Background: an optimization exercise with open tools, aiming at small area. Do not read the settings as production practice. The RTL was checked by simulation tests, not by an equivalence proof against the original design. No activity file was given, so power comes from the tool's default toggle rates.

==> flow/design.v (outline; a module is shown in full before it is edited, if it fits) <==
// module jit_ao222n: 6 lines
// module jit_mux: 11 lines
// module jit_hold: 6 lines
// module jit_switch: 1278 lines
module jit_switch #(
  parameter integer NUM_ACCs = 8
)
(
  output  wire             sCMD_tready ,
  input   wire             sCMD_tvalid ,
  input   wire  [31 : 0]   sCMD_tdata  ,
  output  wire             s1A_tready  ,
  input   wire             s1A_tvalid  ,
  input   wire  [31 : 0]   s1A_tdata   ,
  output  wire             s1B_tready  ,
  input   wire             s1B_tvalid  ,
  input   wire  [31 : 0]   s1B_tdata   ,
  input   wire             m1C_tready  ,
  output  wire             m1C_tvalid  ,
  output  wire  [31 : 0]   m1C_tdata   ,
  output  wire             s1AT_tready ,
  input   wire             s1AT_tvalid ,
  input   wire  [31 : 0]   s1AT_tdata  ,
  output  wire             s1BT_tready ,
  input   wire             s1BT_tvalid ,
  input   wire  [31 : 0]   s1BT_tdata  ,
  input   wire             m1CT_tready ,
  output  wire             m1CT_tvalid ,
  output  wire  [31 : 0]   m1CT_tdata  ,
  output  wire             s1C_tready  ,
  input   wire             s1C_tvalid  ,
  input   wire  [31 : 0]   s1C_tdata   ,
  input   wire             m1A_tready  ,
  output  wire             m1A_tvalid  ,
  output  wire  [31 : 0]   m1A_tdata   ,
  input   wire             m1B_tready  ,
  output  wire             m1B_tvalid  ,
  output  wire  [31 : 0]   m1B_tdata   ,
  output  wire             s2A_tready  ,
  input   wire             s2A_tvalid  ,
  input   wire  [31 : 0]   s2A_tdata   ,
  output  wire             s2B_tready  ,
  input   wire             s2B_tvalid  ,
  // ...
==> flow/flow/run.sh <==
#!/bin/bash
# The standard layout (standard.sh: unchanged synthesis, floorplan, power grid and tap
# cells), with these ORFS options changed:
#  - I/O pins may sit one routing track apart (the default is two), so the die can be smaller;
#  - every input and output port is still buffered, with the smallest buffer (buf_1) instead of
#    the delay buffer that buffer_ports picks by default;
#  - after global routing, gates on paths with positive slack are downsized (RECOVER_POWER);
#  - the global router is offered less of met1/met2 (flow/fastroute.tcl).
# make's own output goes to flow_make.log; each ORFS step writes its full log under orfs/logs/.
set -euo pipefail
bash standard.sh finish \
  "PLACE_PINS_ARGS=-min_distance 1 -min_distance_in_tracks" \
  "BUFFER_PORTS_ARGS=-buffer_cell sky130_fd_sc_hd__buf_1" \
  "RECOVER_POWER=100" \
  "FASTROUTE_TCL=$(pwd)/flow/fastroute.tcl" \
  > flow_make.log 2>&1
==> flow/flow/fastroute.tcl <==
# Global routing layers as the platform's fastroute.tcl, but with less of met1 and met2 offered
# to the global router, so that it leaves more room on them for pin access in detailed routing.
set_global_routing_layer_adjustment $::env(MIN_ROUTING_LAYER)-$::env(MAX_ROUTING_LAYER) 0.2
set_global_routing_layer_adjustment met1 0.45
set_global_routing_layer_adjustment met2 0.35

set_routing_layers -clock $::env(MIN_CLK_ROUTING_LAYER)-$::env(MAX_ROUTING_LAYER)
set_routing_layers -signal $::env(MIN_ROUTING_LAYER)-$::env(MAX_ROUTING_LAYER)
==> flow/standard.sh <==
#!/bin/bash
# synth_recipe.tcl (not shown) runs the flow's synth.tcl, then flattens the netlist and writes it again
# the make line also repeats each setting of config.mk as NAME=value (left out here)
make -C /OpenROAD-flow-scripts/flow DESIGN_CONFIG=/design/flow/config.mk WORK_HOME=/design/flow/orfs CLKGATE_MAP_FILE= SYNTH_SCRIPT=/design/flow/synth_recipe.tcl "${@:-finish}"
==> flow/config.mk <==
export PLATFORM = sky130hd
export DESIGN_NAME = jit_switch
export DESIGN_NICKNAME = jit_switch
export VERILOG_FILES = /design/flow/design.v
export SDC_FILE = /design/flow/constraint.sdc
export NUM_CORES = 4
export LEC_CHECK = 0
export CAP_MARGIN = 20
export CELL_PAD_IN_SITES_DETAIL_PLACEMENT = 2
export CELL_PAD_IN_SITES_GLOBAL_PLACEMENT = 4
export CORE_AREA = 10 10 610 610
export CTS_CLUSTER_DIAMETER = 70
export CTS_CLUSTER_SIZE = 22
export DIE_AREA = 0 0 620 620
export PLACE_DENSITY = 0.3
export SLEW_MARGIN = 20
export SYNTH_HIERARCHICAL = 1
==> flow/constraint.sdc <==
create_clock -name core_clock -period 10.0 [get_ports {ACLK}]
set_input_delay 2.0000 -clock core_clock [delete_from_list [all_inputs] [get_ports {ACLK}]]
set_output_delay 2.0000 -clock core_clock [all_outputs]
set_load 0.01 [all_outputs]
==> impl_metrics.xml, run 1 <==
<?xml version="1.0" encoding="UTF-8"?>
<metrics>
  <group name="clock_network">
    <metric name="buffers_inserted_by_post_cts_timing_repair" unit="">0</metric>
    <metric name="cts_num_sinks" unit="">488</metric>
    <metric name="num_cts_buffers" unit="">26</metric>
    <metric name="cts_buffer_depth" unit="">3</metric>
    <metric name="root_buffer_cell" unit="">sky130_fd_sc_hd__clkbuf_16</metric>
    <metric name="cts.repair.resized" unit="">0</metric>
  </group>
  <group name="synth">
    <metric name="synth_ff_type" unit="">sky130_fd_sc_hd__dfxtp_1</metric>
    <metric name="synth.area.top_cells" unit="">sky130_fd_sc_hd__a222oi_1 (37%), sky130_fd_sc_hd__dfxtp_1 (23%), sky130_fd_sc_hd__a22o_1 (9.9%), sky130_fd_sc_hd__nand4_1 (7.8%), sky130_fd_sc_hd__nand2_1 (5.0%)</metric>
    <metric name="synth.cell_area" unit="um2">43000</metric>
    <metric name="syn-mean-instance-area" unit="um2">8.64</metric>
    <metric name="synth-edff-count" unit="">0</metric>
    <metric name="synth.ff_latch_count" unit="">488</metric>
    <metric name="xor_xnor_portion_of_the_synthesized_cell_area" unit="%">0.0611</metric>
    <metric name="synthCells" unit="">4981</metric>
    <metric name="area_fraction_in_compound_gates_after_synthesis" unit="%">48.3</metric>
    <metric name="synth_most_common_cell" unit="">sky130_fd_sc_hd__a222oi_1</metric>
    <metric name="synth.yosys.warnings" unit="">7</metric>
    <metric name="yosys.area.top_type_share" unit="%">36.8</metric>
    <metric name="synth_top_family_by_area" unit="">compound AO/OA/AOI/OAI gates</metric>
    <metric name="synth.net_count" unit="">6374</metric>
    <metric name="synth_commonest_cells" unit="">sky130_fd_sc_hd__a222oi_1 (1584), sky130_fd_sc_hd__nand2_1 (575), sky130_fd_sc_hd__nand4_1 (536), sky130_fd_sc_hd__a22o_1 (488), sky130_fd_sc_hd__dfxtp_1 (488)</metric>
    <metric name="synth_async_sr_flop_share" unit="%">0</metric>
  </group>
  <group name="grt">
    <metric name="track_usage" unit="%">63.3</metric>
    <metric name="groute.layer.met2.usage" unit="%">81.0</metric>
    <metric name="grt_pass1_wl" unit="mm">1320</metric>
    <metric name="grt_max_degree" unit="">58</metric>
    <metric name="grt.met1_usage" unit="%">70.3</metric>
    <metric name="number_of_global_route_vias_before_repair" unit="">103000</metric>
  </group>
  <group name="outcome">
    <metric name="error" unit="">[ERROR GRT-0116] Global routing finished with congestion. Check the congestion regions in the DRC Viewer.</metric>
    <metric name="stage_at_which_the_run_stopped" unit="">global routing (5_1_grt)</metric>
    <metric name="status" unit="">did not finish</metric>
  </group>
  <group name="placement">
    <metric name="dpl.hpwl" unit="mm">693</metric>
    <metric name="place_worst_setup_slack" unit="ns">2.17</metric>
  </group>
  <group name="floorplan">
    <metric name="die_h" unit="um">620</metric>
  </group>
</metrics>
==> inputs of run 2 (changes only) <==
--- a/flow/design.v
+++ b/flow/design.v
@@ -17,16 +17,31 @@
   assign y = ~(n0 & n1 & n2 & ~(sel[9] & d[9]));
 endmodule
 module jit_hold (
   input  wire we, hold, d, q,
   output wire y
 );
   assign y = (we & d) | (hold & q);
 endmodule
+module jit_cgate (
+  input  wire ncen, ncent, d,
+  output wire yc, yct
+);
+  wire nd;
+  jit_inv  u_i (.a(d), .y(nd));
+  jit_nor2 u_c (.a(ncen), .b(nd), .y(yc));
+  jit_nor2 u_t (.a(ncent), .b(nd), .y(yct));
+endmodule
+module jit_inv (input wire a, output wire y);
+  assign y = ~a;
+endmodule
+module jit_nor2 (input wire a, b, output wire y);
+  assign y = ~(a | b);
+endmodule
 `timescale 1ns / 1ps
 module jit_switch #(
   parameter integer NUM_ACCs = 8
 )
 (
   output  wire             sCMD_tready ,
   input   wire             sCMD_tvalid ,
   input   wire  [31 : 0]   sCMD_tdata  ,
@@ -1127,20 +1142,25 @@
   wire [9:0] sel8B = {dB8_8, dB8_7, dB8_6, dB8_5, dB8_4, dB8_3, dB8_2, dB8_1, sB3_8, sB1_8};
   wire [32:0] dout8B;
   generate for (gb = 0; gb < 33; gb = gb + 1) begin : g_m8B
     jit_mux u_m (.sel(sel8B), .d({din8B[297+gb], din8B[264+gb], din8B[231+gb], din8B[198+gb], din8B[165+gb], din8B[132+gb], din8B[99+gb], din8B[66+gb], din8B[33+gb], din8B[gb]}), .y(dout8B[gb]));
   end endgenerate
   assign {m8B_tvalid, m8B_tdata} = dout8B;
   assign s8B_tready  = sB1_8 & m8B_tready;
   assign s8BT_tready = sB3_8 & m8B_tready;
-  assign m1C_tvalid  = (c1 == 2'd1) & s1C_tvalid;
-  assign m1C_tdata   = {32{c1 == 2'd1}} & s1C_tdata;
-  assign m1CT_tvalid = (c1 == 2'd3) & s1C_tvalid;
-  assign m1CT_tdata  = {32{c1 == 2'd3}} & s1C_tdata;
+  wire nce1  = ~(c1 == 2'd1);
+  wire ncte1 = ~(c1 == 2'd3);
+  wire [32:0] cin1 = {s1C_tvalid, s1C_tdata};
+  wire [32:0] co1, cto1;
+  generate for (gb = 0; gb < 33; gb = gb + 1) begin : g_c1
+    jit_cgate u_g (.ncen(nce1), .ncent(ncte1), .d(cin1[gb]), .yc(co1[gb]), .yct(cto1[gb]));
+  end endgenerate
+  assign {m1C_tvalid, m1C_tdata} = co1;
+  assign {m1CT_tvalid, m1CT_tdata} = cto1;
   assign s1C_tready = m1C_tready | m1CT_tready
     | (rA1_1 & m1A_tready)
     | (rB1_1 & m1B_tready)
     | (rA2_1 & m2A_tready)
     | (rB2_1 & m2B_tready)
     | (rA3_1 & m3A_tready)
     | (rB3_1 & m3B_tready)
     | (rA4_1 & m4A_tready)
@@ -1148,20 +1168,25 @@
     | (rA5_1 & m5A_tready)
     | (rB5_1 & m5B_tready)
     | (rA6_1 & m6A_tready)
     | (rB6_1 & m6B_tready)
     | (rA7_1 & m7A_tready)
     | (rB7_1 & m7B_tready)
     | (rA8_1 & m8A_tready)
     | (rB8_1 & m8B_tready);
-  assign m2C_tvalid  = (c2 == 2'd1) & s2C_tvalid;
-  assign m2C_tdata   = {32{c2 == 2'd1}} & s2C_tdata;
-  assign m2CT_tvalid = (c2 == 2'd3) & s2C_tvalid;
-  assign m2CT_tdata  = {32{c2 == 2'd3}} & s2C_tdata;
+  wire nce2  = ~(c2 == 2'd1);
+  wire ncte2 = ~(c2 == 2'd3);
+  wire [32:0] cin2 = {s2C_tvalid, s2C_tdata};
+  wire [32:0] co2, cto2;
+  generate for (gb = 0; gb < 33; gb = gb + 1) begin : g_c2
+    jit_cgate u_g (.ncen(nce2), .ncent(ncte2), .d(cin2[gb]), .yc(co2[gb]), .yct(cto2[gb]));
+  end endgenerate
+  assign {m2C_tvalid, m2C_tdata} = co2;
+  assign {m2CT_tvalid, m2CT_tdata} = cto2;
   assign s2C_tready = m2C_tready | m2CT_tready
     | (rA1_2 & m1A_tready)
     | (rB1_2 & m1B_tready)
     | (rA2_2 & m2A_tready)
     | (rB2_2 & m2B_tready)
     | (rA3_2 & m3A_tready)
     | (rB3_2 & m3B_tready)
     | (rA4_2 & m4A_tready)
@@ -1169,20 +1194,25 @@
     | (rA5_2 & m5A_tready)
     | (rB5_2 & m5B_tready)
     | (rA6_2 & m6A_tready)
     | (rB6_2 & m6B_tready)
     | (rA7_2 & m7A_tready)
     | (rB7_2 & m7B_tready)
     | (rA8_2 & m8A_tready)
     | (rB8_2 & m8B_tready);
-  assign m3C_tvalid  = (c3 == 2'd1) & s3C_tvalid;
-  assign m3C_tdata   = {32{c3 == 2'd1}} & s3C_tdata;
-  assign m3CT_tvalid = (c3 == 2'd3) & s3C_tvalid;
-  assign m3CT_tdata  = {32{c3 == 2'd3}} & s3C_tdata;
+  wire nce3  = ~(c3 == 2'd1);
+  wire ncte3 = ~(c3 == 2'd3);
+  wire [32:0] cin3 = {s3C_tvalid, s3C_tdata};
+  wire [32:0] co3, cto3;
+  generate for (gb = 0; gb < 33; gb = gb + 1) begin : g_c3
+    jit_cgate u_g (.ncen(nce3), .ncent(ncte3), .d(cin3[gb]), .yc(co3[gb]), .yct(cto3[gb]));
+  end endgenerate
+  assign {m3C_tvalid, m3C_tdata} = co3;
+  assign {m3CT_tvalid, m3CT_tdata} = cto3;
   assign s3C_tready = m3C_tready | m3CT_tready
     | (rA1_3 & m1A_tready)
     | (rB1_3 & m1B_tready)
     | (rA2_3 & m2A_tready)
     | (rB2_3 & m2B_tready)
     | (rA3_3 & m3A_tready)
     | (rB3_3 & m3B_tready)
     | (rA4_3 & m4A_tready)
@@ -1190,20 +1220,25 @@
     | (rA5_3 & m5A_tready)
     | (rB5_3 & m5B_tready)
     | (rA6_3 & m6A_tready)
     | (rB6_3 & m6B_tready)
     | (rA7_3 & m7A_tready)
     | (rB7_3 & m7B_tready)
     | (rA8_3 & m8A_tready)
     | (rB8_3 & m8B_tready);
-  assign m4C_tvalid  = (c4 == 2'd1) & s4C_tvalid;
-  assign m4C_tdata   = {32{c4 == 2'd1}} & s4C_tdata;
-  assign m4CT_tvalid = (c4 == 2'd3) & s4C_tvalid;
-  assign m4CT_tdata  = {32{c4 == 2'd3}} & s4C_tdata;
+  wire nce4  = ~(c4 == 2'd1);
+  wire ncte4 = ~(c4 == 2'd3);
+  wire [32:0] cin4 = {s4C_tvalid, s4C_tdata};
+  wire [32:0] co4, cto4;
+  generate for (gb = 0; gb < 33; gb = gb + 1) begin : g_c4
+    jit_cgate u_g (.ncen(nce4), .ncent(ncte4), .d(cin4[gb]), .yc(co4[gb]), .yct(cto4[gb]));
+  end endgenerate
+  assign {m4C_tvalid, m4C_tdata} = co4;
+  assign {m4CT_tvalid, m4CT_tdata} = cto4;
   assign s4C_tready = m4C_tready | m4CT_tready
     | (rA1_4 & m1A_tready)
     | (rB1_4 & m1B_tready)
     | (rA2_4 & m2A_tready)
     | (rB2_4 & m2B_tready)
     | (rA3_4 & m3A_tready)
     | (rB3_4 & m3B_tready)
     | (rA4_4 & m4A_tready)
@@ -1211,20 +1246,25 @@
     | (rA5_4 & m5A_tready)
     | (rB5_4 & m5B_tready)
     | (rA6_4 & m6A_tready)
     | (rB6_4 & m6B_tready)
     | (rA7_4 & m7A_tready)
     | (rB7_4 & m7B_tready)
     | (rA8_4 & m8A_tready)
     | (rB8_4 & m8B_tready);
-  assign m5C_tvalid  = (c5 == 2'd1) & s5C_tvalid;
-  assign m5C_tdata   = {32{c5 == 2'd1}} & s5C_tdata;
-  assign m5CT_tvalid = (c5 == 2'd3) & s5C_tvalid;
-  assign m5CT_tdata  = {32{c5 == 2'd3}} & s5C_tdata;
+  wire nce5  = ~(c5 == 2'd1);
+  wire ncte5 = ~(c5 == 2'd3);
+  wire [32:0] cin5 = {s5C_tvalid, s5C_tdata};
+  wire [32:0] co5, cto5;
+  generate for (gb = 0; gb < 33; gb = gb + 1) begin : g_c5
+    jit_cgate u_g (.ncen(nce5), .ncent(ncte5), .d(cin5[gb]), .yc(co5[gb]), .yct(cto5[gb]));
+  end endgenerate
+  assign {m5C_tvalid, m5C_tdata} = co5;
+  assign {m5CT_tvalid, m5CT_tdata} = cto5;
   assign s5C_tready = m5C_tready | m5CT_tready
     | (rA1_5 & m1A_tready)
     | (rB1_5 & m1B_tready)
     | (rA2_5 & m2A_tready)
     | (rB2_5 & m2B_tready)
     | (rA3_5 & m3A_tready)
     | (rB3_5 & m3B_tready)
     | (rA4_5 & m4A_tready)
@@ -1232,20 +1272,25 @@
     | (rA5_5 & m5A_tready)
     | (rB5_5 & m5B_tready)
     | (rA6_5 & m6A_tready)
     | (rB6_5 & m6B_tready)
     | (rA7_5 & m7A_tready)
     | (rB7_5 & m7B_tready)
     | (rA8_5 & m8A_tready)
     | (rB8_5 & m8B_tready);
-  assign m6C_tvalid  = (c6 == 2'd1) & s6C_tvalid;
-  assign m6C_tdata   = {32{c6 == 2'd1}} & s6C_tdata;
-  assign m6CT_tvalid = (c6 == 2'd3) & s6C_tvalid;
-  assign m6CT_tdata  = {32{c6 == 2'd3}} & s6C_tdata;
+  wire nce6  = ~(c6 == 2'd1);
+  wire ncte6 = ~(c6 == 2'd3);
+  wire [32:0] cin6 = {s6C_tvalid, s6C_tdata};
+  wire [32:0] co6, cto6;
+  generate for (gb = 0; gb < 33; gb = gb + 1) begin : g_c6
+    jit_cgate u_g (.ncen(nce6), .ncent(ncte6), .d(cin6[gb]), .yc(co6[gb]), .yct(cto6[gb]));
+  end endgenerate
+  assign {m6C_tvalid, m6C_tdata} = co6;
+  assign {m6CT_tvalid, m6CT_tdata} = cto6;
   assign s6C_tready = m6C_tready | m6CT_tready
     | (rA1_6 & m1A_tready)
     | (rB1_6 & m1B_tready)
     | (rA2_6 & m2A_tready)
     | (rB2_6 & m2B_tready)
     | (rA3_6 & m3A_tready)
     | (rB3_6 & m3B_tready)
     | (rA4_6 & m4A_tready)
@@ -1253,20 +1298,25 @@
     | (rA5_6 & m5A_tready)
     | (rB5_6 & m5B_tready)
     | (rA6_6 & m6A_tready)
     | (rB6_6 & m6B_tready)
     | (rA7_6 & m7A_tready)
     | (rB7_6 & m7B_tready)
     | (rA8_6 & m8A_tready)
     | (rB8_6 & m8B_tready);
-  assign m7C_tvalid  = (c7 == 2'd1) & s7C_tvalid;
-  assign m7C_tdata   = {32{c7 == 2'd1}} & s7C_tdata;
-  assign m7CT_tvalid = (c7 == 2'd3) & s7C_tvalid;
-  assign m7CT_tdata  = {32{c7 == 2'd3}} & s7C_tdata;
+  wire nce7  = ~(c7 == 2'd1);
+  wire ncte7 = ~(c7 == 2'd3);
+  wire [32:0] cin7 = {s7C_tvalid, s7C_tdata};
+  wire [32:0] co7, cto7;
+  generate for (gb = 0; gb < 33; gb = gb + 1) begin : g_c7
+    jit_cgate u_g (.ncen(nce7), .ncent(ncte7), .d(cin7[gb]), .yc(co7[gb]), .yct(cto7[gb]));
+  end endgenerate
+  assign {m7C_tvalid, m7C_tdata} = co7;
+  assign {m7CT_tvalid, m7CT_tdata} = cto7;
   assign s7C_tready = m7C_tready | m7CT_tready
     | (rA1_7 & m1A_tready)
     | (rB1_7 & m1B_tready)
     | (rA2_7 & m2A_tready)
     | (rB2_7 & m2B_tready)
     | (rA3_7 & m3A_tready)
     | (rB3_7 & m3B_tready)
     | (rA4_7 & m4A_tready)
@@ -1274,20 +1324,25 @@
     | (rA5_7 & m5A_tready)
     | (rB5_7 & m5B_tready)
     | (rA6_7 & m6A_tready)
     | (rB6_7 & m6B_tready)
     | (rA7_7 & m7A_tready)
     | (rB7_7 & m7B_tready)
     | (rA8_7 & m8A_tready)
     | (rB8_7 & m8B_tready);
-  assign m8C_tvalid  = (c8 == 2'd1) & s8C_tvalid;
-  assign m8C_tdata   = {32{c8 == 2'd1}} & s8C_tdata;
-  assign m8CT_tvalid = (c8 == 2'd3) & s8C_tvalid;
-  assign m8CT_tdata  = {32{c8 == 2'd3}} & s8C_tdata;
+  wire nce8  = ~(c8 == 2'd1);
+  wire ncte8 = ~(c8 == 2'd3);
+  wire [32:0] cin8 = {s8C_tvalid, s8C_tdata};
+  wire [32:0] co8, cto8;
+  generate for (gb = 0; gb < 33; gb = gb + 1) begin : g_c8
+    jit_cgate u_g (.ncen(nce8), .ncent(ncte8), .d(cin8[gb]), .yc(co8[gb]), .yct(cto8[gb]));
+  end endgenerate
+  assign {m8C_tvalid, m8C_tdata} = co8;
+  assign {m8CT_tvalid, m8CT_tdata} = cto8;
   assign s8C_tready = m8C_tready | m8CT_tready
     | (rA1_8 & m1A_tready)
     | (rB1_8 & m1B_tready)
     | (rA2_8 & m2A_tready)
     | (rB2_8 & m2B_tready)
     | (rA3_8 & m3A_tready)
     | (rB3_8 & m3B_tready)
     | (rA4_8 & m4A_tready)
==> flow/flow/run.sh (replaced) <==
#!/bin/bash
# The standard layout (standard.sh: unchanged synthesis, floorplan, power grid and tap
# cells), with these ORFS options changed:
#  - I/O pins may sit one routing track apart (the default is two), so the die can be smaller;
#  - every input and output port is still buffered, with the smallest buffer (buf_1) instead of
#    the delay buffer that buffer_ports picks by default;
# make's own output goes to flow_make.log; each ORFS step writes its full log under orfs/logs/.
set -euo pipefail
bash standard.sh finish \
  "PLACE_PINS_ARGS=-min_distance 1 -min_distance_in_tracks" \
  "BUFFER_PORTS_ARGS=-buffer_cell sky130_fd_sc_hd__buf_1" \
  > flow_make.log 2>&1
==> flow/config.mk (replaced) <==
export PLATFORM = sky130hd
export DESIGN_NAME = jit_switch
export DESIGN_NICKNAME = jit_switch
export VERILOG_FILES = /design/flow/design.v
export SDC_FILE = /design/flow/constraint.sdc
export NUM_CORES = 4
export LEC_CHECK = 0
export CAP_MARGIN = 20
export CELL_PAD_IN_SITES_DETAIL_PLACEMENT = 2
export CELL_PAD_IN_SITES_GLOBAL_PLACEMENT = 4
export CORE_AREA = 10 10 570 570
export CTS_CLUSTER_DIAMETER = 70
export CTS_CLUSTER_SIZE = 22
export DIE_AREA = 0 0 580 580
export PLACE_DENSITY = 0.3
export SLEW_MARGIN = 20
export SYNTH_HIERARCHICAL = 1
removed: flow/flow/fastroute.tcl
==> run 2 against run 1 <==
Effect of this change: the run now finishes clean; synthesized cell count grew 3.9%; synthesized area shrank 1.6%.
==> impl_metrics.xml, run 2 <==
<?xml version="1.0" encoding="UTF-8"?>
<metrics>
  <group name="hold_path">
    <metric name="hold_path_end" unit="">cpay[12]$_DFF_P_</metric>
    <metric name="hold-path-cell-count" unit="">1</metric>
    <metric name="worst_hold_path_type" unit="">flop to flop</metric>
    <metric name="hold_path_startpoint" unit="">cpay[12]$_DFF_P_</metric>
  </group>
  <group name="placement">
    <metric name="port_buffers" unit="">2867</metric>
    <metric name="dpl.hpwl" unit="mm">634</metric>
    <metric name="post_dp_cell_area" unit="um2">63600</metric>
    <metric name="place_worst_setup_slack" unit="ns">2.24</metric>
    <metric name="finalWeightedCongestion" unit="">0.990</metric>
    <metric name="dpl.cell_count" unit="">12700</metric>
  </group>
  <group name="critical_path">
    <metric name="critPathTopFamily" unit="">buffers and inverters</metric>
    <metric name="worstSetupPathType" unit="">input pin to output port</metric>
    <metric name="crit-reg2reg-capture" unit="">r6_1[1]$_DFF_P_</metric>
    <metric name="critical_path.startpoint_type" unit="">input pin</metric>
    <metric name="timing.critical_path.to_type" unit="">output port</metric>
    <metric name="worstPathArrival" unit="ns">6.30</metric>
    <metric name="worstPathCellList" unit="">clkbuf_4, inv_1, or2_2, nor3_2, buf_4, a222oi_1, nand4_1, buf_1</metric>
    <metric name="required" unit="ns">8.00</metric>
    <metric name="critical_path.reg2reg.startpoint" unit="">st[1]$_SDFF_PN0_</metric>
    <metric name="reg2reg_depth" unit="">7</metric>
    <metric name="cp_num_buf_inv" unit="">4</metric>
    <metric name="crit_slowest_cell" unit="">sky130_fd_sc_hd__buf_1</metric>
    <metric name="reg2reg_slack" unit="ns">6.62</metric>
    <metric name="cpPeakStageDelay" unit="ns">0.95</metric>
    <metric name="cp_max_fo" unit="">45</metric>
  </group>
  <group name="cells_and_area">
    <metric name="final_cell_area" unit="um2">65500</metric>
    <metric name="final_layout_size_suffix_gt1_share" unit="%">10.4</metric>
    <metric name="final.fill_count" unit="">37500</metric>
    <metric name="final-seq-area" unit="um2">9770</metric>
    <metric name="most_common_cell_after_layout_fill_and_taps_aside" unit="">sky130_fd_sc_hd__buf_1</metric>
    <metric name="finish.cell_count_without_fillers" unit="">13200</metric>
    <metric name="multi_input_area" unit="um2">32200</metric>
    <metric name="area_delta_synth_final" unit="%">54.6</metric>
    <metric name="final_cell_mix" unit="">sky130_fd_sc_hd__buf_1 (2799), sky130_fd_sc_hd__a222oi_1 (1584), sky130_fd_sc_hd__nor2_1 (589), sky130_fd_sc_hd__nand2_1 (570), sky130_fd_sc_hd__buf_4 (554)</metric>
    <metric name="fin_nets" unit="">9979</metric>
  </group>
  <group name="synth">
    <metric name="synth.ff_latch_count" unit="">488</metric>
    <metric name="synth-edff-count" unit="">0</metric>
    <metric name="synthCells" unit="">5177</metric>
    <metric name="synth_sequential_area_ratio" unit="%">23.1</metric>
    <metric name="synth.area.top_cells" unit="">sky130_fd_sc_hd__a222oi_1 (37%), sky130_fd_sc_hd__dfxtp_1 (23%), sky130_fd_sc_hd__a22o_1 (10%), sky130_fd_sc_hd__nand4_1 (7.9%), sky130_fd_sc_hd__nor2_1 (5.2%)</metric>
    <metric name="synth_area_leader_cell" unit="">sky130_fd_sc_hd__a222oi_1</metric>
    <metric name="synth_most_common_cell" unit="">sky130_fd_sc_hd__a222oi_1</metric>
    <metric name="synth_commonest_cells" unit="">sky130_fd_sc_hd__a222oi_1 (1584), sky130_fd_sc_hd__nor2_1 (591), sky130_fd_sc_hd__nand2_1 (578), sky130_fd_sc_hd__nand4_1 (535)</metric>
    <metric name="synth_async_sr_flop_share" unit="%">0</metric>
    <metric name="distinct_cell_type_count_of_the_synthesized_netlist" unit="">52</metric>
    <metric name="synth_ff_type" unit="">sky130_fd_sc_hd__dfxtp_1</metric>
    <metric name="synth.net_count" unit="">6570</metric>
    <metric name="yosys.area.top_type_share" unit="%">37.4</metric>
    <metric name="syn-mean-instance-area" unit="um2">8.18</metric>
    <metric name="synth.cell_area" unit="um2">42400</metric>
    <metric name="synth.yosys.warnings" unit="">7</metric>
  </group>
  <group name="clock_network">
    <metric name="path_clk_slew" unit="ns">0.10</metric>
    <metric name="cts_hold_repair.buffers" unit="">0</metric>
    <metric name="clock_insertion_delay_worst_skew" unit="ns">0.65</metric>
    <metric name="cts_max_level" unit="">1</metric>
    <metric name="num_cts_buffers" unit="">26</metric>
    <metric name="cts_num_sinks" unit="">488</metric>
    <metric name="cts_buffer_depth" unit="">3</metric>
    <metric name="tritoncts" unit="">yes</metric>
    <metric name="buffers_inserted_by_post_cts_timing_repair" unit="">0</metric>
    <metric name="cts.repair.resized" unit="">0</metric>
    <metric name="root_buffer_cell" unit="">sky130_fd_sc_hd__clkbuf_16</metric>
  </group>
  <group name="grt">
    <metric name="antenna_found_initial" unit="">568</metric>
    <metric name="number_of_global_route_vias_before_repair" unit="">84600</metric>
    <metric name="grt_max_degree" unit="">46</metric>
    <metric name="grt_pass1_wl" unit="mm">1080</metric>
    <metric name="track_usage" unit="%">48.5</metric>
    <metric name="overflow" unit="">0</metric>
  </group>
  <group name="drt">
    <metric name="initialDrtViolationCount" unit="">24600</metric>
    <metric name="drtAntennaViolNets" unit="">0</metric>
    <metric name="wl_met3" unit="mm">116</metric>
    <metric name="via_count" unit="">91900</metric>
    <metric name="detailroute.wirelength.met2" unit="mm">357</metric>
    <metric name="drt-met1-wl" unit="mm">303</metric>
    <metric name="wl" unit="mm">879</metric>
    <metric name="drc_errors" unit="">0</metric>
    <metric name="dr.pass1.iters" unit="">15</metric>
    <metric name="top_signal_layer_used" unit="">met5</metric>
    <metric name="detail_route.vias_per_cell" unit="">6.99</metric>
    <metric name="wl_per_cell" unit="um">66.8</metric>
  </group>
  <group name="timing">
    <metric name="rsz0062_at_grt" unit="">no</metric>
    <metric name="setup_slack" unit="ns">1.70</metric>
    <metric name="tns" unit="ns">0</metric>
    <metric name="finalClockSkew" unit="ns">0.0261</metric>
    <metric name="worst-slew-pin-transition" unit="ns">1.34</metric>
    <metric name="final.period_utilization" unit="%">83.0</metric>
    <metric name="max-slew-margin-rel" unit="%">11.1</metric>
    <metric name="report.final.hold_viol_count" unit="">0</metric>
    <metric name="setup_viol" unit="">0</metric>
    <metric name="clock.fmax" unit="MHz">121</metric>
    <metric name="post-route-min-period" unit="ns">8.30</metric>
    <metric name="finalMaxSlewViolations" unit="">0</metric>
  </group>
  <group name="floorplan">
    <metric name="die_h" unit="um">580</metric>
    <metric name="starting_utilization_of_the_core_area" unit="%">13.6</metric>
    <metric name="fp-row-count" unit="">205</metric>
    <metric name="die_width" unit="um">580</metric>
    <metric name="die_area" unit="um2">336000</metric>
    <metric name="top_level_ports" unit="">2868</metric>
    <metric name="core" unit="um2">312000</metric>
  </group>
  <group name="power_and_ir_drop">
    <metric name="leakagePower" unit="nW">21.8</metric>
    <metric name="design_power_total" unit="mW">6.99</metric>
    <metric name="power_per_cell_area" unit="nW/um2">107</metric>
    <metric name="vdd_ir_drop_max" unit="V">0.000128</metric>
  </group>
  <group name="outcome">
    <metric name="status" unit="">finished clean</metric>
  </group>
  <group name="flow_run">
    <metric name="cap_viol_max_count" unit="">0</metric>
  </group>
</metrics>
run 2: changes by cell type after synthesis, sizes merged, moves of 11 or more:
cell    before  now
inv         47  314
and3       265    0
o22ai       44   33
and2       287   19
clkbuf     122   45
nor3       139  152
nor2        63  591
run 2: routing by layer:
| metal | vias up | track usage [%] |
|---|---|---|
| li1 | 31500 | - |
| met1 | 47700 | 52.1 |
| met2 | 9660 | 70.8 |
| met3 | 2934 | 22.2 |
| met4 | 146 | 43.7 |
| met5 | - | 1.53 |
run 2: per-module statistics from Yosys (local to each module, per instance), excerpt:
module | cells | cell area [um2]
jit_nor2 | 1 | 3.75
jit_inv | 1 | 3.75
jit_hold | 1 | 8.76
jit_ao222n | 1 | 10.0
jit_switch | 1259 | 14000
jit_mux | 2 | 10.0
run 2: where the power goes:
part	switching (mW)	total (mW)	internal, mW
Clock	0.751	1.23	0.476
Combinational	2.66	3.41	0.755
Sequential	0.216	2.35	2.13
run 2: worst max-delay path by stage:
stage / start / end / slack (ns) / cells past startpoint
4_1_cts: ARESETN / m8B_tdata[1] / 2.23 / 8
2_1_floorplan: ARESETN / m3A_tdata[0] / 2.11 / 9
3_5_place_dp: ARESETN / m8B_tdata[1] / 2.24 / 8
6_report: ARESETN / m5B_tdata[29] / 1.70 / 8
3_3_place_gp: ARESETN / m1B_tdata[24] / 2.32 / 9
5_1_grt: ARESETN / m5B_tdata[29] / 1.88 / 8
run 2: cell families after synthesis:
kind of cell | after synthesis | synth area share (%)
AND/OR/NAND/NOR | 2132 | 24.3
flip-flops | 488 | 23.1
AO/OA/AOI/OAI | 2162 | 48.8
XOR/XNOR | 3 | 0.0620
adder cells (fa/ha/maj) | 6 | 0.177
buffers and inverters | 382 | 3.49
multiplexers | 4 | 0.100
run 2: cell type report:
class | count | share of cell area [%]
multi-input combinational | 4307 | 49.2
timing repair buffer | 3449 | 23.5
antenna | 422 | 1.61
inverter | 314 | 1.80
clock buffer | 27 | 1.00
clock inverter | 3 | 0.0573
sequential | 488 | 14.9
tap | 4140 | 7.91
run 2: stage by stage:
stage          util (%)  hold WS (ns)
5_1_grt            20.9         0.489
4_1_cts            20.6         0.480
3_5_place_dp       20.4         0.452
3_3_place_gp       20.3         0.446
2_1_floorplan         -         0.432
6_report           21.0         0.473
run 2: worst register-to-register path: stages, from the launching register on:
cell                      delay (ns)
sky130_fd_sc_hd__dfxtp_1        0.37
sky130_fd_sc_hd__nor2b_1        0.35
sky130_fd_sc_hd__nor2b_1        0.31
sky130_fd_sc_hd__nand3_1        0.11
sky130_fd_sc_hd__buf_4          0.20
sky130_fd_sc_hd__o21ai_2        0.89
sky130_fd_sc_hd__inv_1          0.68
sky130_fd_sc_hd__a22o_1         0.38
==> inputs of run 3 (changes only) <==
==> flow/flow/run.sh (replaced) <==
#!/bin/bash
# The standard layout (standard.sh: unchanged synthesis, floorplan, power grid and tap
# cells), with these ORFS options changed:
#  - every input and output port is still buffered, with the smallest buffer (buf_1) instead of
#    the delay buffer that buffer_ports picks by default;
#  - the global router is offered less of met1/met2 (flow/fastroute.tcl).
# make's own output goes to flow_make.log; each ORFS step writes its full log under orfs/logs/.
set -euo pipefail
bash standard.sh finish \
  "BUFFER_PORTS_ARGS=-buffer_cell sky130_fd_sc_hd__buf_1" \
  "FASTROUTE_TCL=$(pwd)/flow/fastroute.tcl" \
  > flow_make.log 2>&1
==> flow/flow/fastroute.tcl (new file) <==
# Global routing layers as the platform's fastroute.tcl, but with less of met1 and met2 offered
# to the global router, so that it leaves more room on them for pin access in detailed routing.
set_global_routing_layer_adjustment $::env(MIN_ROUTING_LAYER)-$::env(MAX_ROUTING_LAYER) 0.2
set_global_routing_layer_adjustment met1 0.45
set_global_routing_layer_adjustment met2 0.35

set_routing_layers -clock $::env(MIN_CLK_ROUTING_LAYER)-$::env(MAX_ROUTING_LAYER)
set_routing_layers -signal $::env(MIN_ROUTING_LAYER)-$::env(MAX_ROUTING_LAYER)
--- a/flow/config.mk
+++ b/flow/config.mk
@@ -8,10 +8,10 @@
 export CAP_MARGIN = 20
 export CELL_PAD_IN_SITES_DETAIL_PLACEMENT = 2
 export CELL_PAD_IN_SITES_GLOBAL_PLACEMENT = 4
-export CORE_AREA = 10 10 570 570
+export CORE_AREA = 10 10 790 790
 export CTS_CLUSTER_DIAMETER = 70
 export CTS_CLUSTER_SIZE = 22
-export DIE_AREA = 0 0 580 580
+export DIE_AREA = 0 0 800 800
 export PLACE_DENSITY = 0.3
 export SLEW_MARGIN = 20
 export SYNTH_HIERARCHICAL = 1
==> run 3 against run 2 <==
Effect of this change: now fails the layout checks on capacitance limit, slew limit; first-iteration DRC count fell by 34%; critical path depth rose by 3; global-route usage is 1.3 points lower; clock skew decreased by 0.0011 ns; die area is 90% higher; register-to-register slack better by 0.20 ns; non-clock buffer count increased by 325; synthesized cell count is the same; routed wire length up 50%; design area rose by 15%; fmax increased by 5.3%; final cell count rose by 35%.
==> impl_metrics.xml, run 3 <==
<?xml version="1.0" encoding="UTF-8"?>
<metrics>
  <group name="drt">
    <metric name="initialDrtViolationCount" unit="">16400</metric>
    <metric name="wl_met3" unit="mm">195</metric>
    <metric name="dr.pass1.iters" unit="">13</metric>
    <metric name="detail_route.vias_per_cell" unit="">5.22</metric>
    <metric name="detailroute.wirelength.met2" unit="mm">527</metric>
    <metric name="via_count" unit="">92600</metric>
    <metric name="top_signal_layer_used" unit="">met5</metric>
    <metric name="drc_errors" unit="">0</metric>
    <metric name="drt-met1-wl" unit="mm">443</metric>
    <metric name="wl_per_cell" unit="um">74.5</metric>
    <metric name="wl" unit="mm">1320</metric>
    <metric name="drtAntennaViolNets" unit="">0</metric>
  </group>
  <group name="timing">
    <metric name="tns" unit="ns">0</metric>
    <metric name="final.period_utilization" unit="%">78.8</metric>
    <metric name="post-route-min-period" unit="ns">7.88</metric>
    <metric name="rsz0062_at_grt" unit="">no</metric>
    <metric name="worst-slew-pin-transition" unit="ns">1.77</metric>
    <metric name="clock.fmax" unit="MHz">127</metric>
    <metric name="finalMaxSlewViolations" unit="">4</metric>
    <metric name="max-slew-margin-rel" unit="%">-17.9</metric>
    <metric name="setup_viol" unit="">0</metric>
    <metric name="finalClockSkew" unit="ns">0.0250</metric>
    <metric name="setup_slack" unit="ns">2.12</metric>
    <metric name="report.final.hold_viol_count" unit="">0</metric>
  </group>
  <group name="clock_network">
    <metric name="path_clk_slew" unit="ns">0.07</metric>
    <metric name="buffers_inserted_by_post_cts_timing_repair" unit="">0</metric>
    <metric name="cts_max_level" unit="">2</metric>
    <metric name="cts.repair.resized" unit="">0</metric>
    <metric name="clock_insertion_delay_worst_skew" unit="ns">0.70</metric>
    <metric name="cts_num_sinks" unit="">488</metric>
    <metric name="cts_hold_repair.buffers" unit="">0</metric>
    <metric name="num_cts_buffers" unit="">57</metric>
    <metric name="cts_buffer_depth" unit="">3</metric>
    <metric name="root_buffer_cell" unit="">sky130_fd_sc_hd__clkbuf_16</metric>
    <metric name="tritoncts" unit="">yes</metric>
  </group>
  <group name="critical_path">
    <metric name="reg2reg_depth" unit="">5</metric>
    <metric name="timing.critical_path.from" unit="">ARESETN</metric>
    <metric name="worstSetupPathType" unit="">input pin to output port</metric>
    <metric name="critical_path.reg2reg.startpoint" unit="">st[1]$_SDFF_PN0_</metric>
    <metric name="worstPathCellList" unit="">clkbuf_4, buf_4, nor2b_1, nand3b_1, nor3_2, buf_4, a222oi_1, buf_4, buf_4, nand4_1, buf_1</metric>
    <metric name="timing.critical_path.to_type" unit="">output port</metric>
    <metric name="path_common_cell" unit="">sky130_fd_sc_hd__buf_4</metric>
    <metric name="cp_max_fo" unit="">33</metric>
    <metric name="cpPeakStageDelay" unit="ns">0.67</metric>
    <metric name="required" unit="ns">8.00</metric>
    <metric name="crit-reg2reg-capture" unit="">r4_3[10]$_DFF_P_</metric>
    <metric name="worstPathArrival" unit="ns">5.88</metric>
    <metric name="critical_path.startpoint_type" unit="">input pin</metric>
    <metric name="reg2reg_slack" unit="ns">6.82</metric>
    <metric name="crit_slowest_cell" unit="">sky130_fd_sc_hd__buf_4</metric>
  </group>
  <group name="power_and_ir_drop">
    <metric name="leakagePower" unit="nW">24.2</metric>
    <metric name="vdd_ir_drop_max" unit="V">0.000143</metric>
    <metric name="power_per_cell_area" unit="nW/um2">123</metric>
  </group>
  <group name="synth">
    <metric name="yosys.area.top_type_share" unit="%">37.4</metric>
    <metric name="synth-edff-count" unit="">0</metric>
    <metric name="synth_async_sr_flop_share" unit="%">0</metric>
    <metric name="synth.cell_area" unit="um2">42400</metric>
    <metric name="synth.area.top_cells" unit="">sky130_fd_sc_hd__a222oi_1 (37%), sky130_fd_sc_hd__dfxtp_1 (23%), sky130_fd_sc_hd__a22o_1 (10%), sky130_fd_sc_hd__nand4_1 (7.9%), sky130_fd_sc_hd__nor2_1 (5.2%)</metric>
    <metric name="synth_ff_type" unit="">sky130_fd_sc_hd__dfxtp_1</metric>
    <metric name="synth.ff_latch_count" unit="">488</metric>
    <metric name="distinct_cell_type_count_of_the_synthesized_netlist" unit="">52</metric>
    <metric name="synthCells" unit="">5177</metric>
    <metric name="synth_most_common_cell" unit="">sky130_fd_sc_hd__a222oi_1</metric>
    <metric name="syn-mean-instance-area" unit="um2">8.18</metric>
    <metric name="synth_area_leader_cell" unit="">sky130_fd_sc_hd__a222oi_1</metric>
    <metric name="synth.net_count" unit="">6570</metric>
    <metric name="synth_sequential_area_ratio" unit="%">23.1</metric>
    <metric name="synth_commonest_cells" unit="">sky130_fd_sc_hd__a222oi_1 (1584), sky130_fd_sc_hd__nor2_1 (591), sky130_fd_sc_hd__nand2_1 (578), sky130_fd_sc_hd__nand4_1 (535)</metric>
    <metric name="synth.yosys.warnings" unit="">7</metric>
  </group>
  <group name="floorplan">
    <metric name="die_h" unit="um">800</metric>
    <metric name="starting_utilization_of_the_core_area" unit="%">6.98</metric>
    <metric name="die_width" unit="um">800</metric>
    <metric name="die_area" unit="um2">640000</metric>
    <metric name="fp-row-count" unit="">286</metric>
    <metric name="core" unit="um2">607000</metric>
    <metric name="top_level_ports" unit="">2868</metric>
  </group>
  <group name="grt">
    <metric name="number_of_global_route_vias_before_repair" unit="">91900</metric>
    <metric name="track_usage" unit="%">47.2</metric>
    <metric name="antenna_found_initial" unit="">668</metric>
    <metric name="overflow" unit="">0</metric>
    <metric name="grt_max_degree" unit="">36</metric>
    <metric name="grt_pass1_wl" unit="mm">1540</metric>
  </group>
  <group name="cells_and_area">
    <metric name="final_layout_size_suffix_gt1_share" unit="%">15.8</metric>
    <metric name="fin_nets" unit="">10300</metric>
    <metric name="multi_input_area" unit="um2">32200</metric>
    <metric name="final_cell_mix" unit="">sky130_fd_sc_hd__buf_1 (2672), sky130_fd_sc_hd__a222oi_1 (1584), sky130_fd_sc_hd__buf_4 (806), sky130_fd_sc_hd__nor2_1 (589), sky130_fd_sc_hd__nand2_1 (570)</metric>
    <metric name="final-seq-area" unit="um2">9770</metric>
    <metric name="final.fill_count" unit="">72200</metric>
    <metric name="area_delta_synth_final" unit="%">78.2</metric>
    <metric name="most_common_cell_after_layout_fill_and_taps_aside" unit="">sky130_fd_sc_hd__buf_1</metric>
  </group>
  <group name="placement">
    <metric name="dpl.hpwl" unit="mm">1030</metric>
    <metric name="port_buffers" unit="">2867</metric>
    <metric name="finalWeightedCongestion" unit="">1.02</metric>
    <metric name="place_worst_setup_slack" unit="ns">1.97</metric>
  </group>
  <group name="flow_run">
    <metric name="cap_viol_max_count" unit="">1</metric>
  </group>
  <group name="outcome">
    <metric name="status" unit="">failed layout checks</metric>
    <metric name="check-failures" unit="">capacitance limit, slew limit</metric>
  </group>
  <group name="hold_path">
    <metric name="hold-path-cell-count" unit="">1</metric>
    <metric name="worst_hold_path_type" unit="">flop to flop</metric>
    <metric name="hold_path_startpoint" unit="">r8_3[1]$_DFF_P_</metric>
    <metric name="hold_path_end" unit="">r8_3[1]$_DFF_P_</metric>
  </group>
</metrics>
==> run 3: worst max-delay path, delay by kind of cell <==
family | cells | cell delay [ns]
buffers and inverters | 6 | 2.21
AND/OR/NAND/NOR | 4 | 1.19
AO/OA/AOI/OAI | 1 | 0.32
==> run 3: through the flow <==
step / hold WS, ns / instances / total power [mW] / instance area, um2 / util, %
final: 0.472 / 17700 / 9.27 / 75500 / 12.4
after floorplan: 0.432 / 5177 / 3.22 / 42400 / -
after global routing: 0.482 / 17500 / 9.46 / 74900 / 12.3
after detailed placement: 0.450 / 16900 / 6.87 / 71700 / 11.8
after global placement: 0.448 / 16800 / 6.82 / 70600 / 11.6
after CTS: 0.474 / 17000 / 9.25 / 73600 / 12.1
==> run 3: modules after synthesis, one instance, submodules excluded, excerpt <==
module      flops+latches  cells  cell area [um2]
jit_switch            488   1259            14000
jit_ao222n              0      1             10.0
jit_mux                 0      2             10.0
jit_hold                0      1             8.76
jit_inv                 0      1             3.75
jit_nor2                0      1             3.75
==> run 3: kinds of logic after synthesis <==
kind of cell	share of synthesized area [%]
AND/OR/NAND/NOR	24.3
AO/OA/AOI/OAI	48.8
XOR/XNOR	0.0620
multiplexers	0.100
flip-flops	23.1
buffers and inverters	3.49
adder cells (fa/ha/maj)	0.177
==> run 3: area by class of cell <==
type / instances / share of cell area, %
inverters: 314 / 1.56
multi-input cells: 4307 / 42.6
clock inverters: 39 / 0.597
well taps: 8064 / 13.4
clock buffers: 68 / 2.01
repair buffers: 3774 / 24.6
diodes: 687 / 2.28
flip-flops and latches: 488 / 12.9
==> run 3: power by group <==
part | switching, mW | internal, mW | total, mW
Sequential | 0.216 | 2.14 | 2.35
Clock | 1.10 | 1.21 | 2.31
Combinational | 3.72 | 0.890 | 4.61
Total | 5.04 | 4.23 | 9.27
==> run 3: how the worst max path moves through the flow <==
stage / slack, ns / to / cells after the start
CTS: 1.97 / m8A_tdata[13] / 9
global placement: 0.28 / m5B_tdata[1] / 9
finish: 2.12 / m7B_tdata[27] / 11
detailed placement: 1.97 / m8A_tdata[13] / 9
floorplan: 2.11 / m3A_tdata[0] / 9
global route: 2.08 / m7B_tdata[27] / 11
==> run 3: per-layer routing <==
metal,GRT usage (%),vias up
met5,1.84,-
met1,53.8,47900
li1,-,32600
met4,40.7,224
met3,29.0,3027
met2,66.9,8791

## port drivers added, routing unchanged
No port has a modelled driver above. Below, the same layouts with a new extraction and two added sets of constraints.
Step 1, drivers: a clkbuf_16 drives ACLK and a buf_2 each remaining input, both assumed.
Step 2 also shifts input and output timing later by t, the mid clock arrival at the registers, as if the neighbouring blocks saw the same clock.
Three values: no drivers, after step 1, after step 2; two values: the first two.
run | t (ns) | setup WS [ns] | worst data-port slew with drivers (ns)
run 2 | 0.713 | 1.702 / 1.664 / 1.664 | 0.56
run 3 | 0.768 | 2.118 / 1.945 / 1.945 | 0.95
For run 3, which loses most, drivers alone change the setup slack by -0.173 ns; drivers and shift together by -0.173 ns.
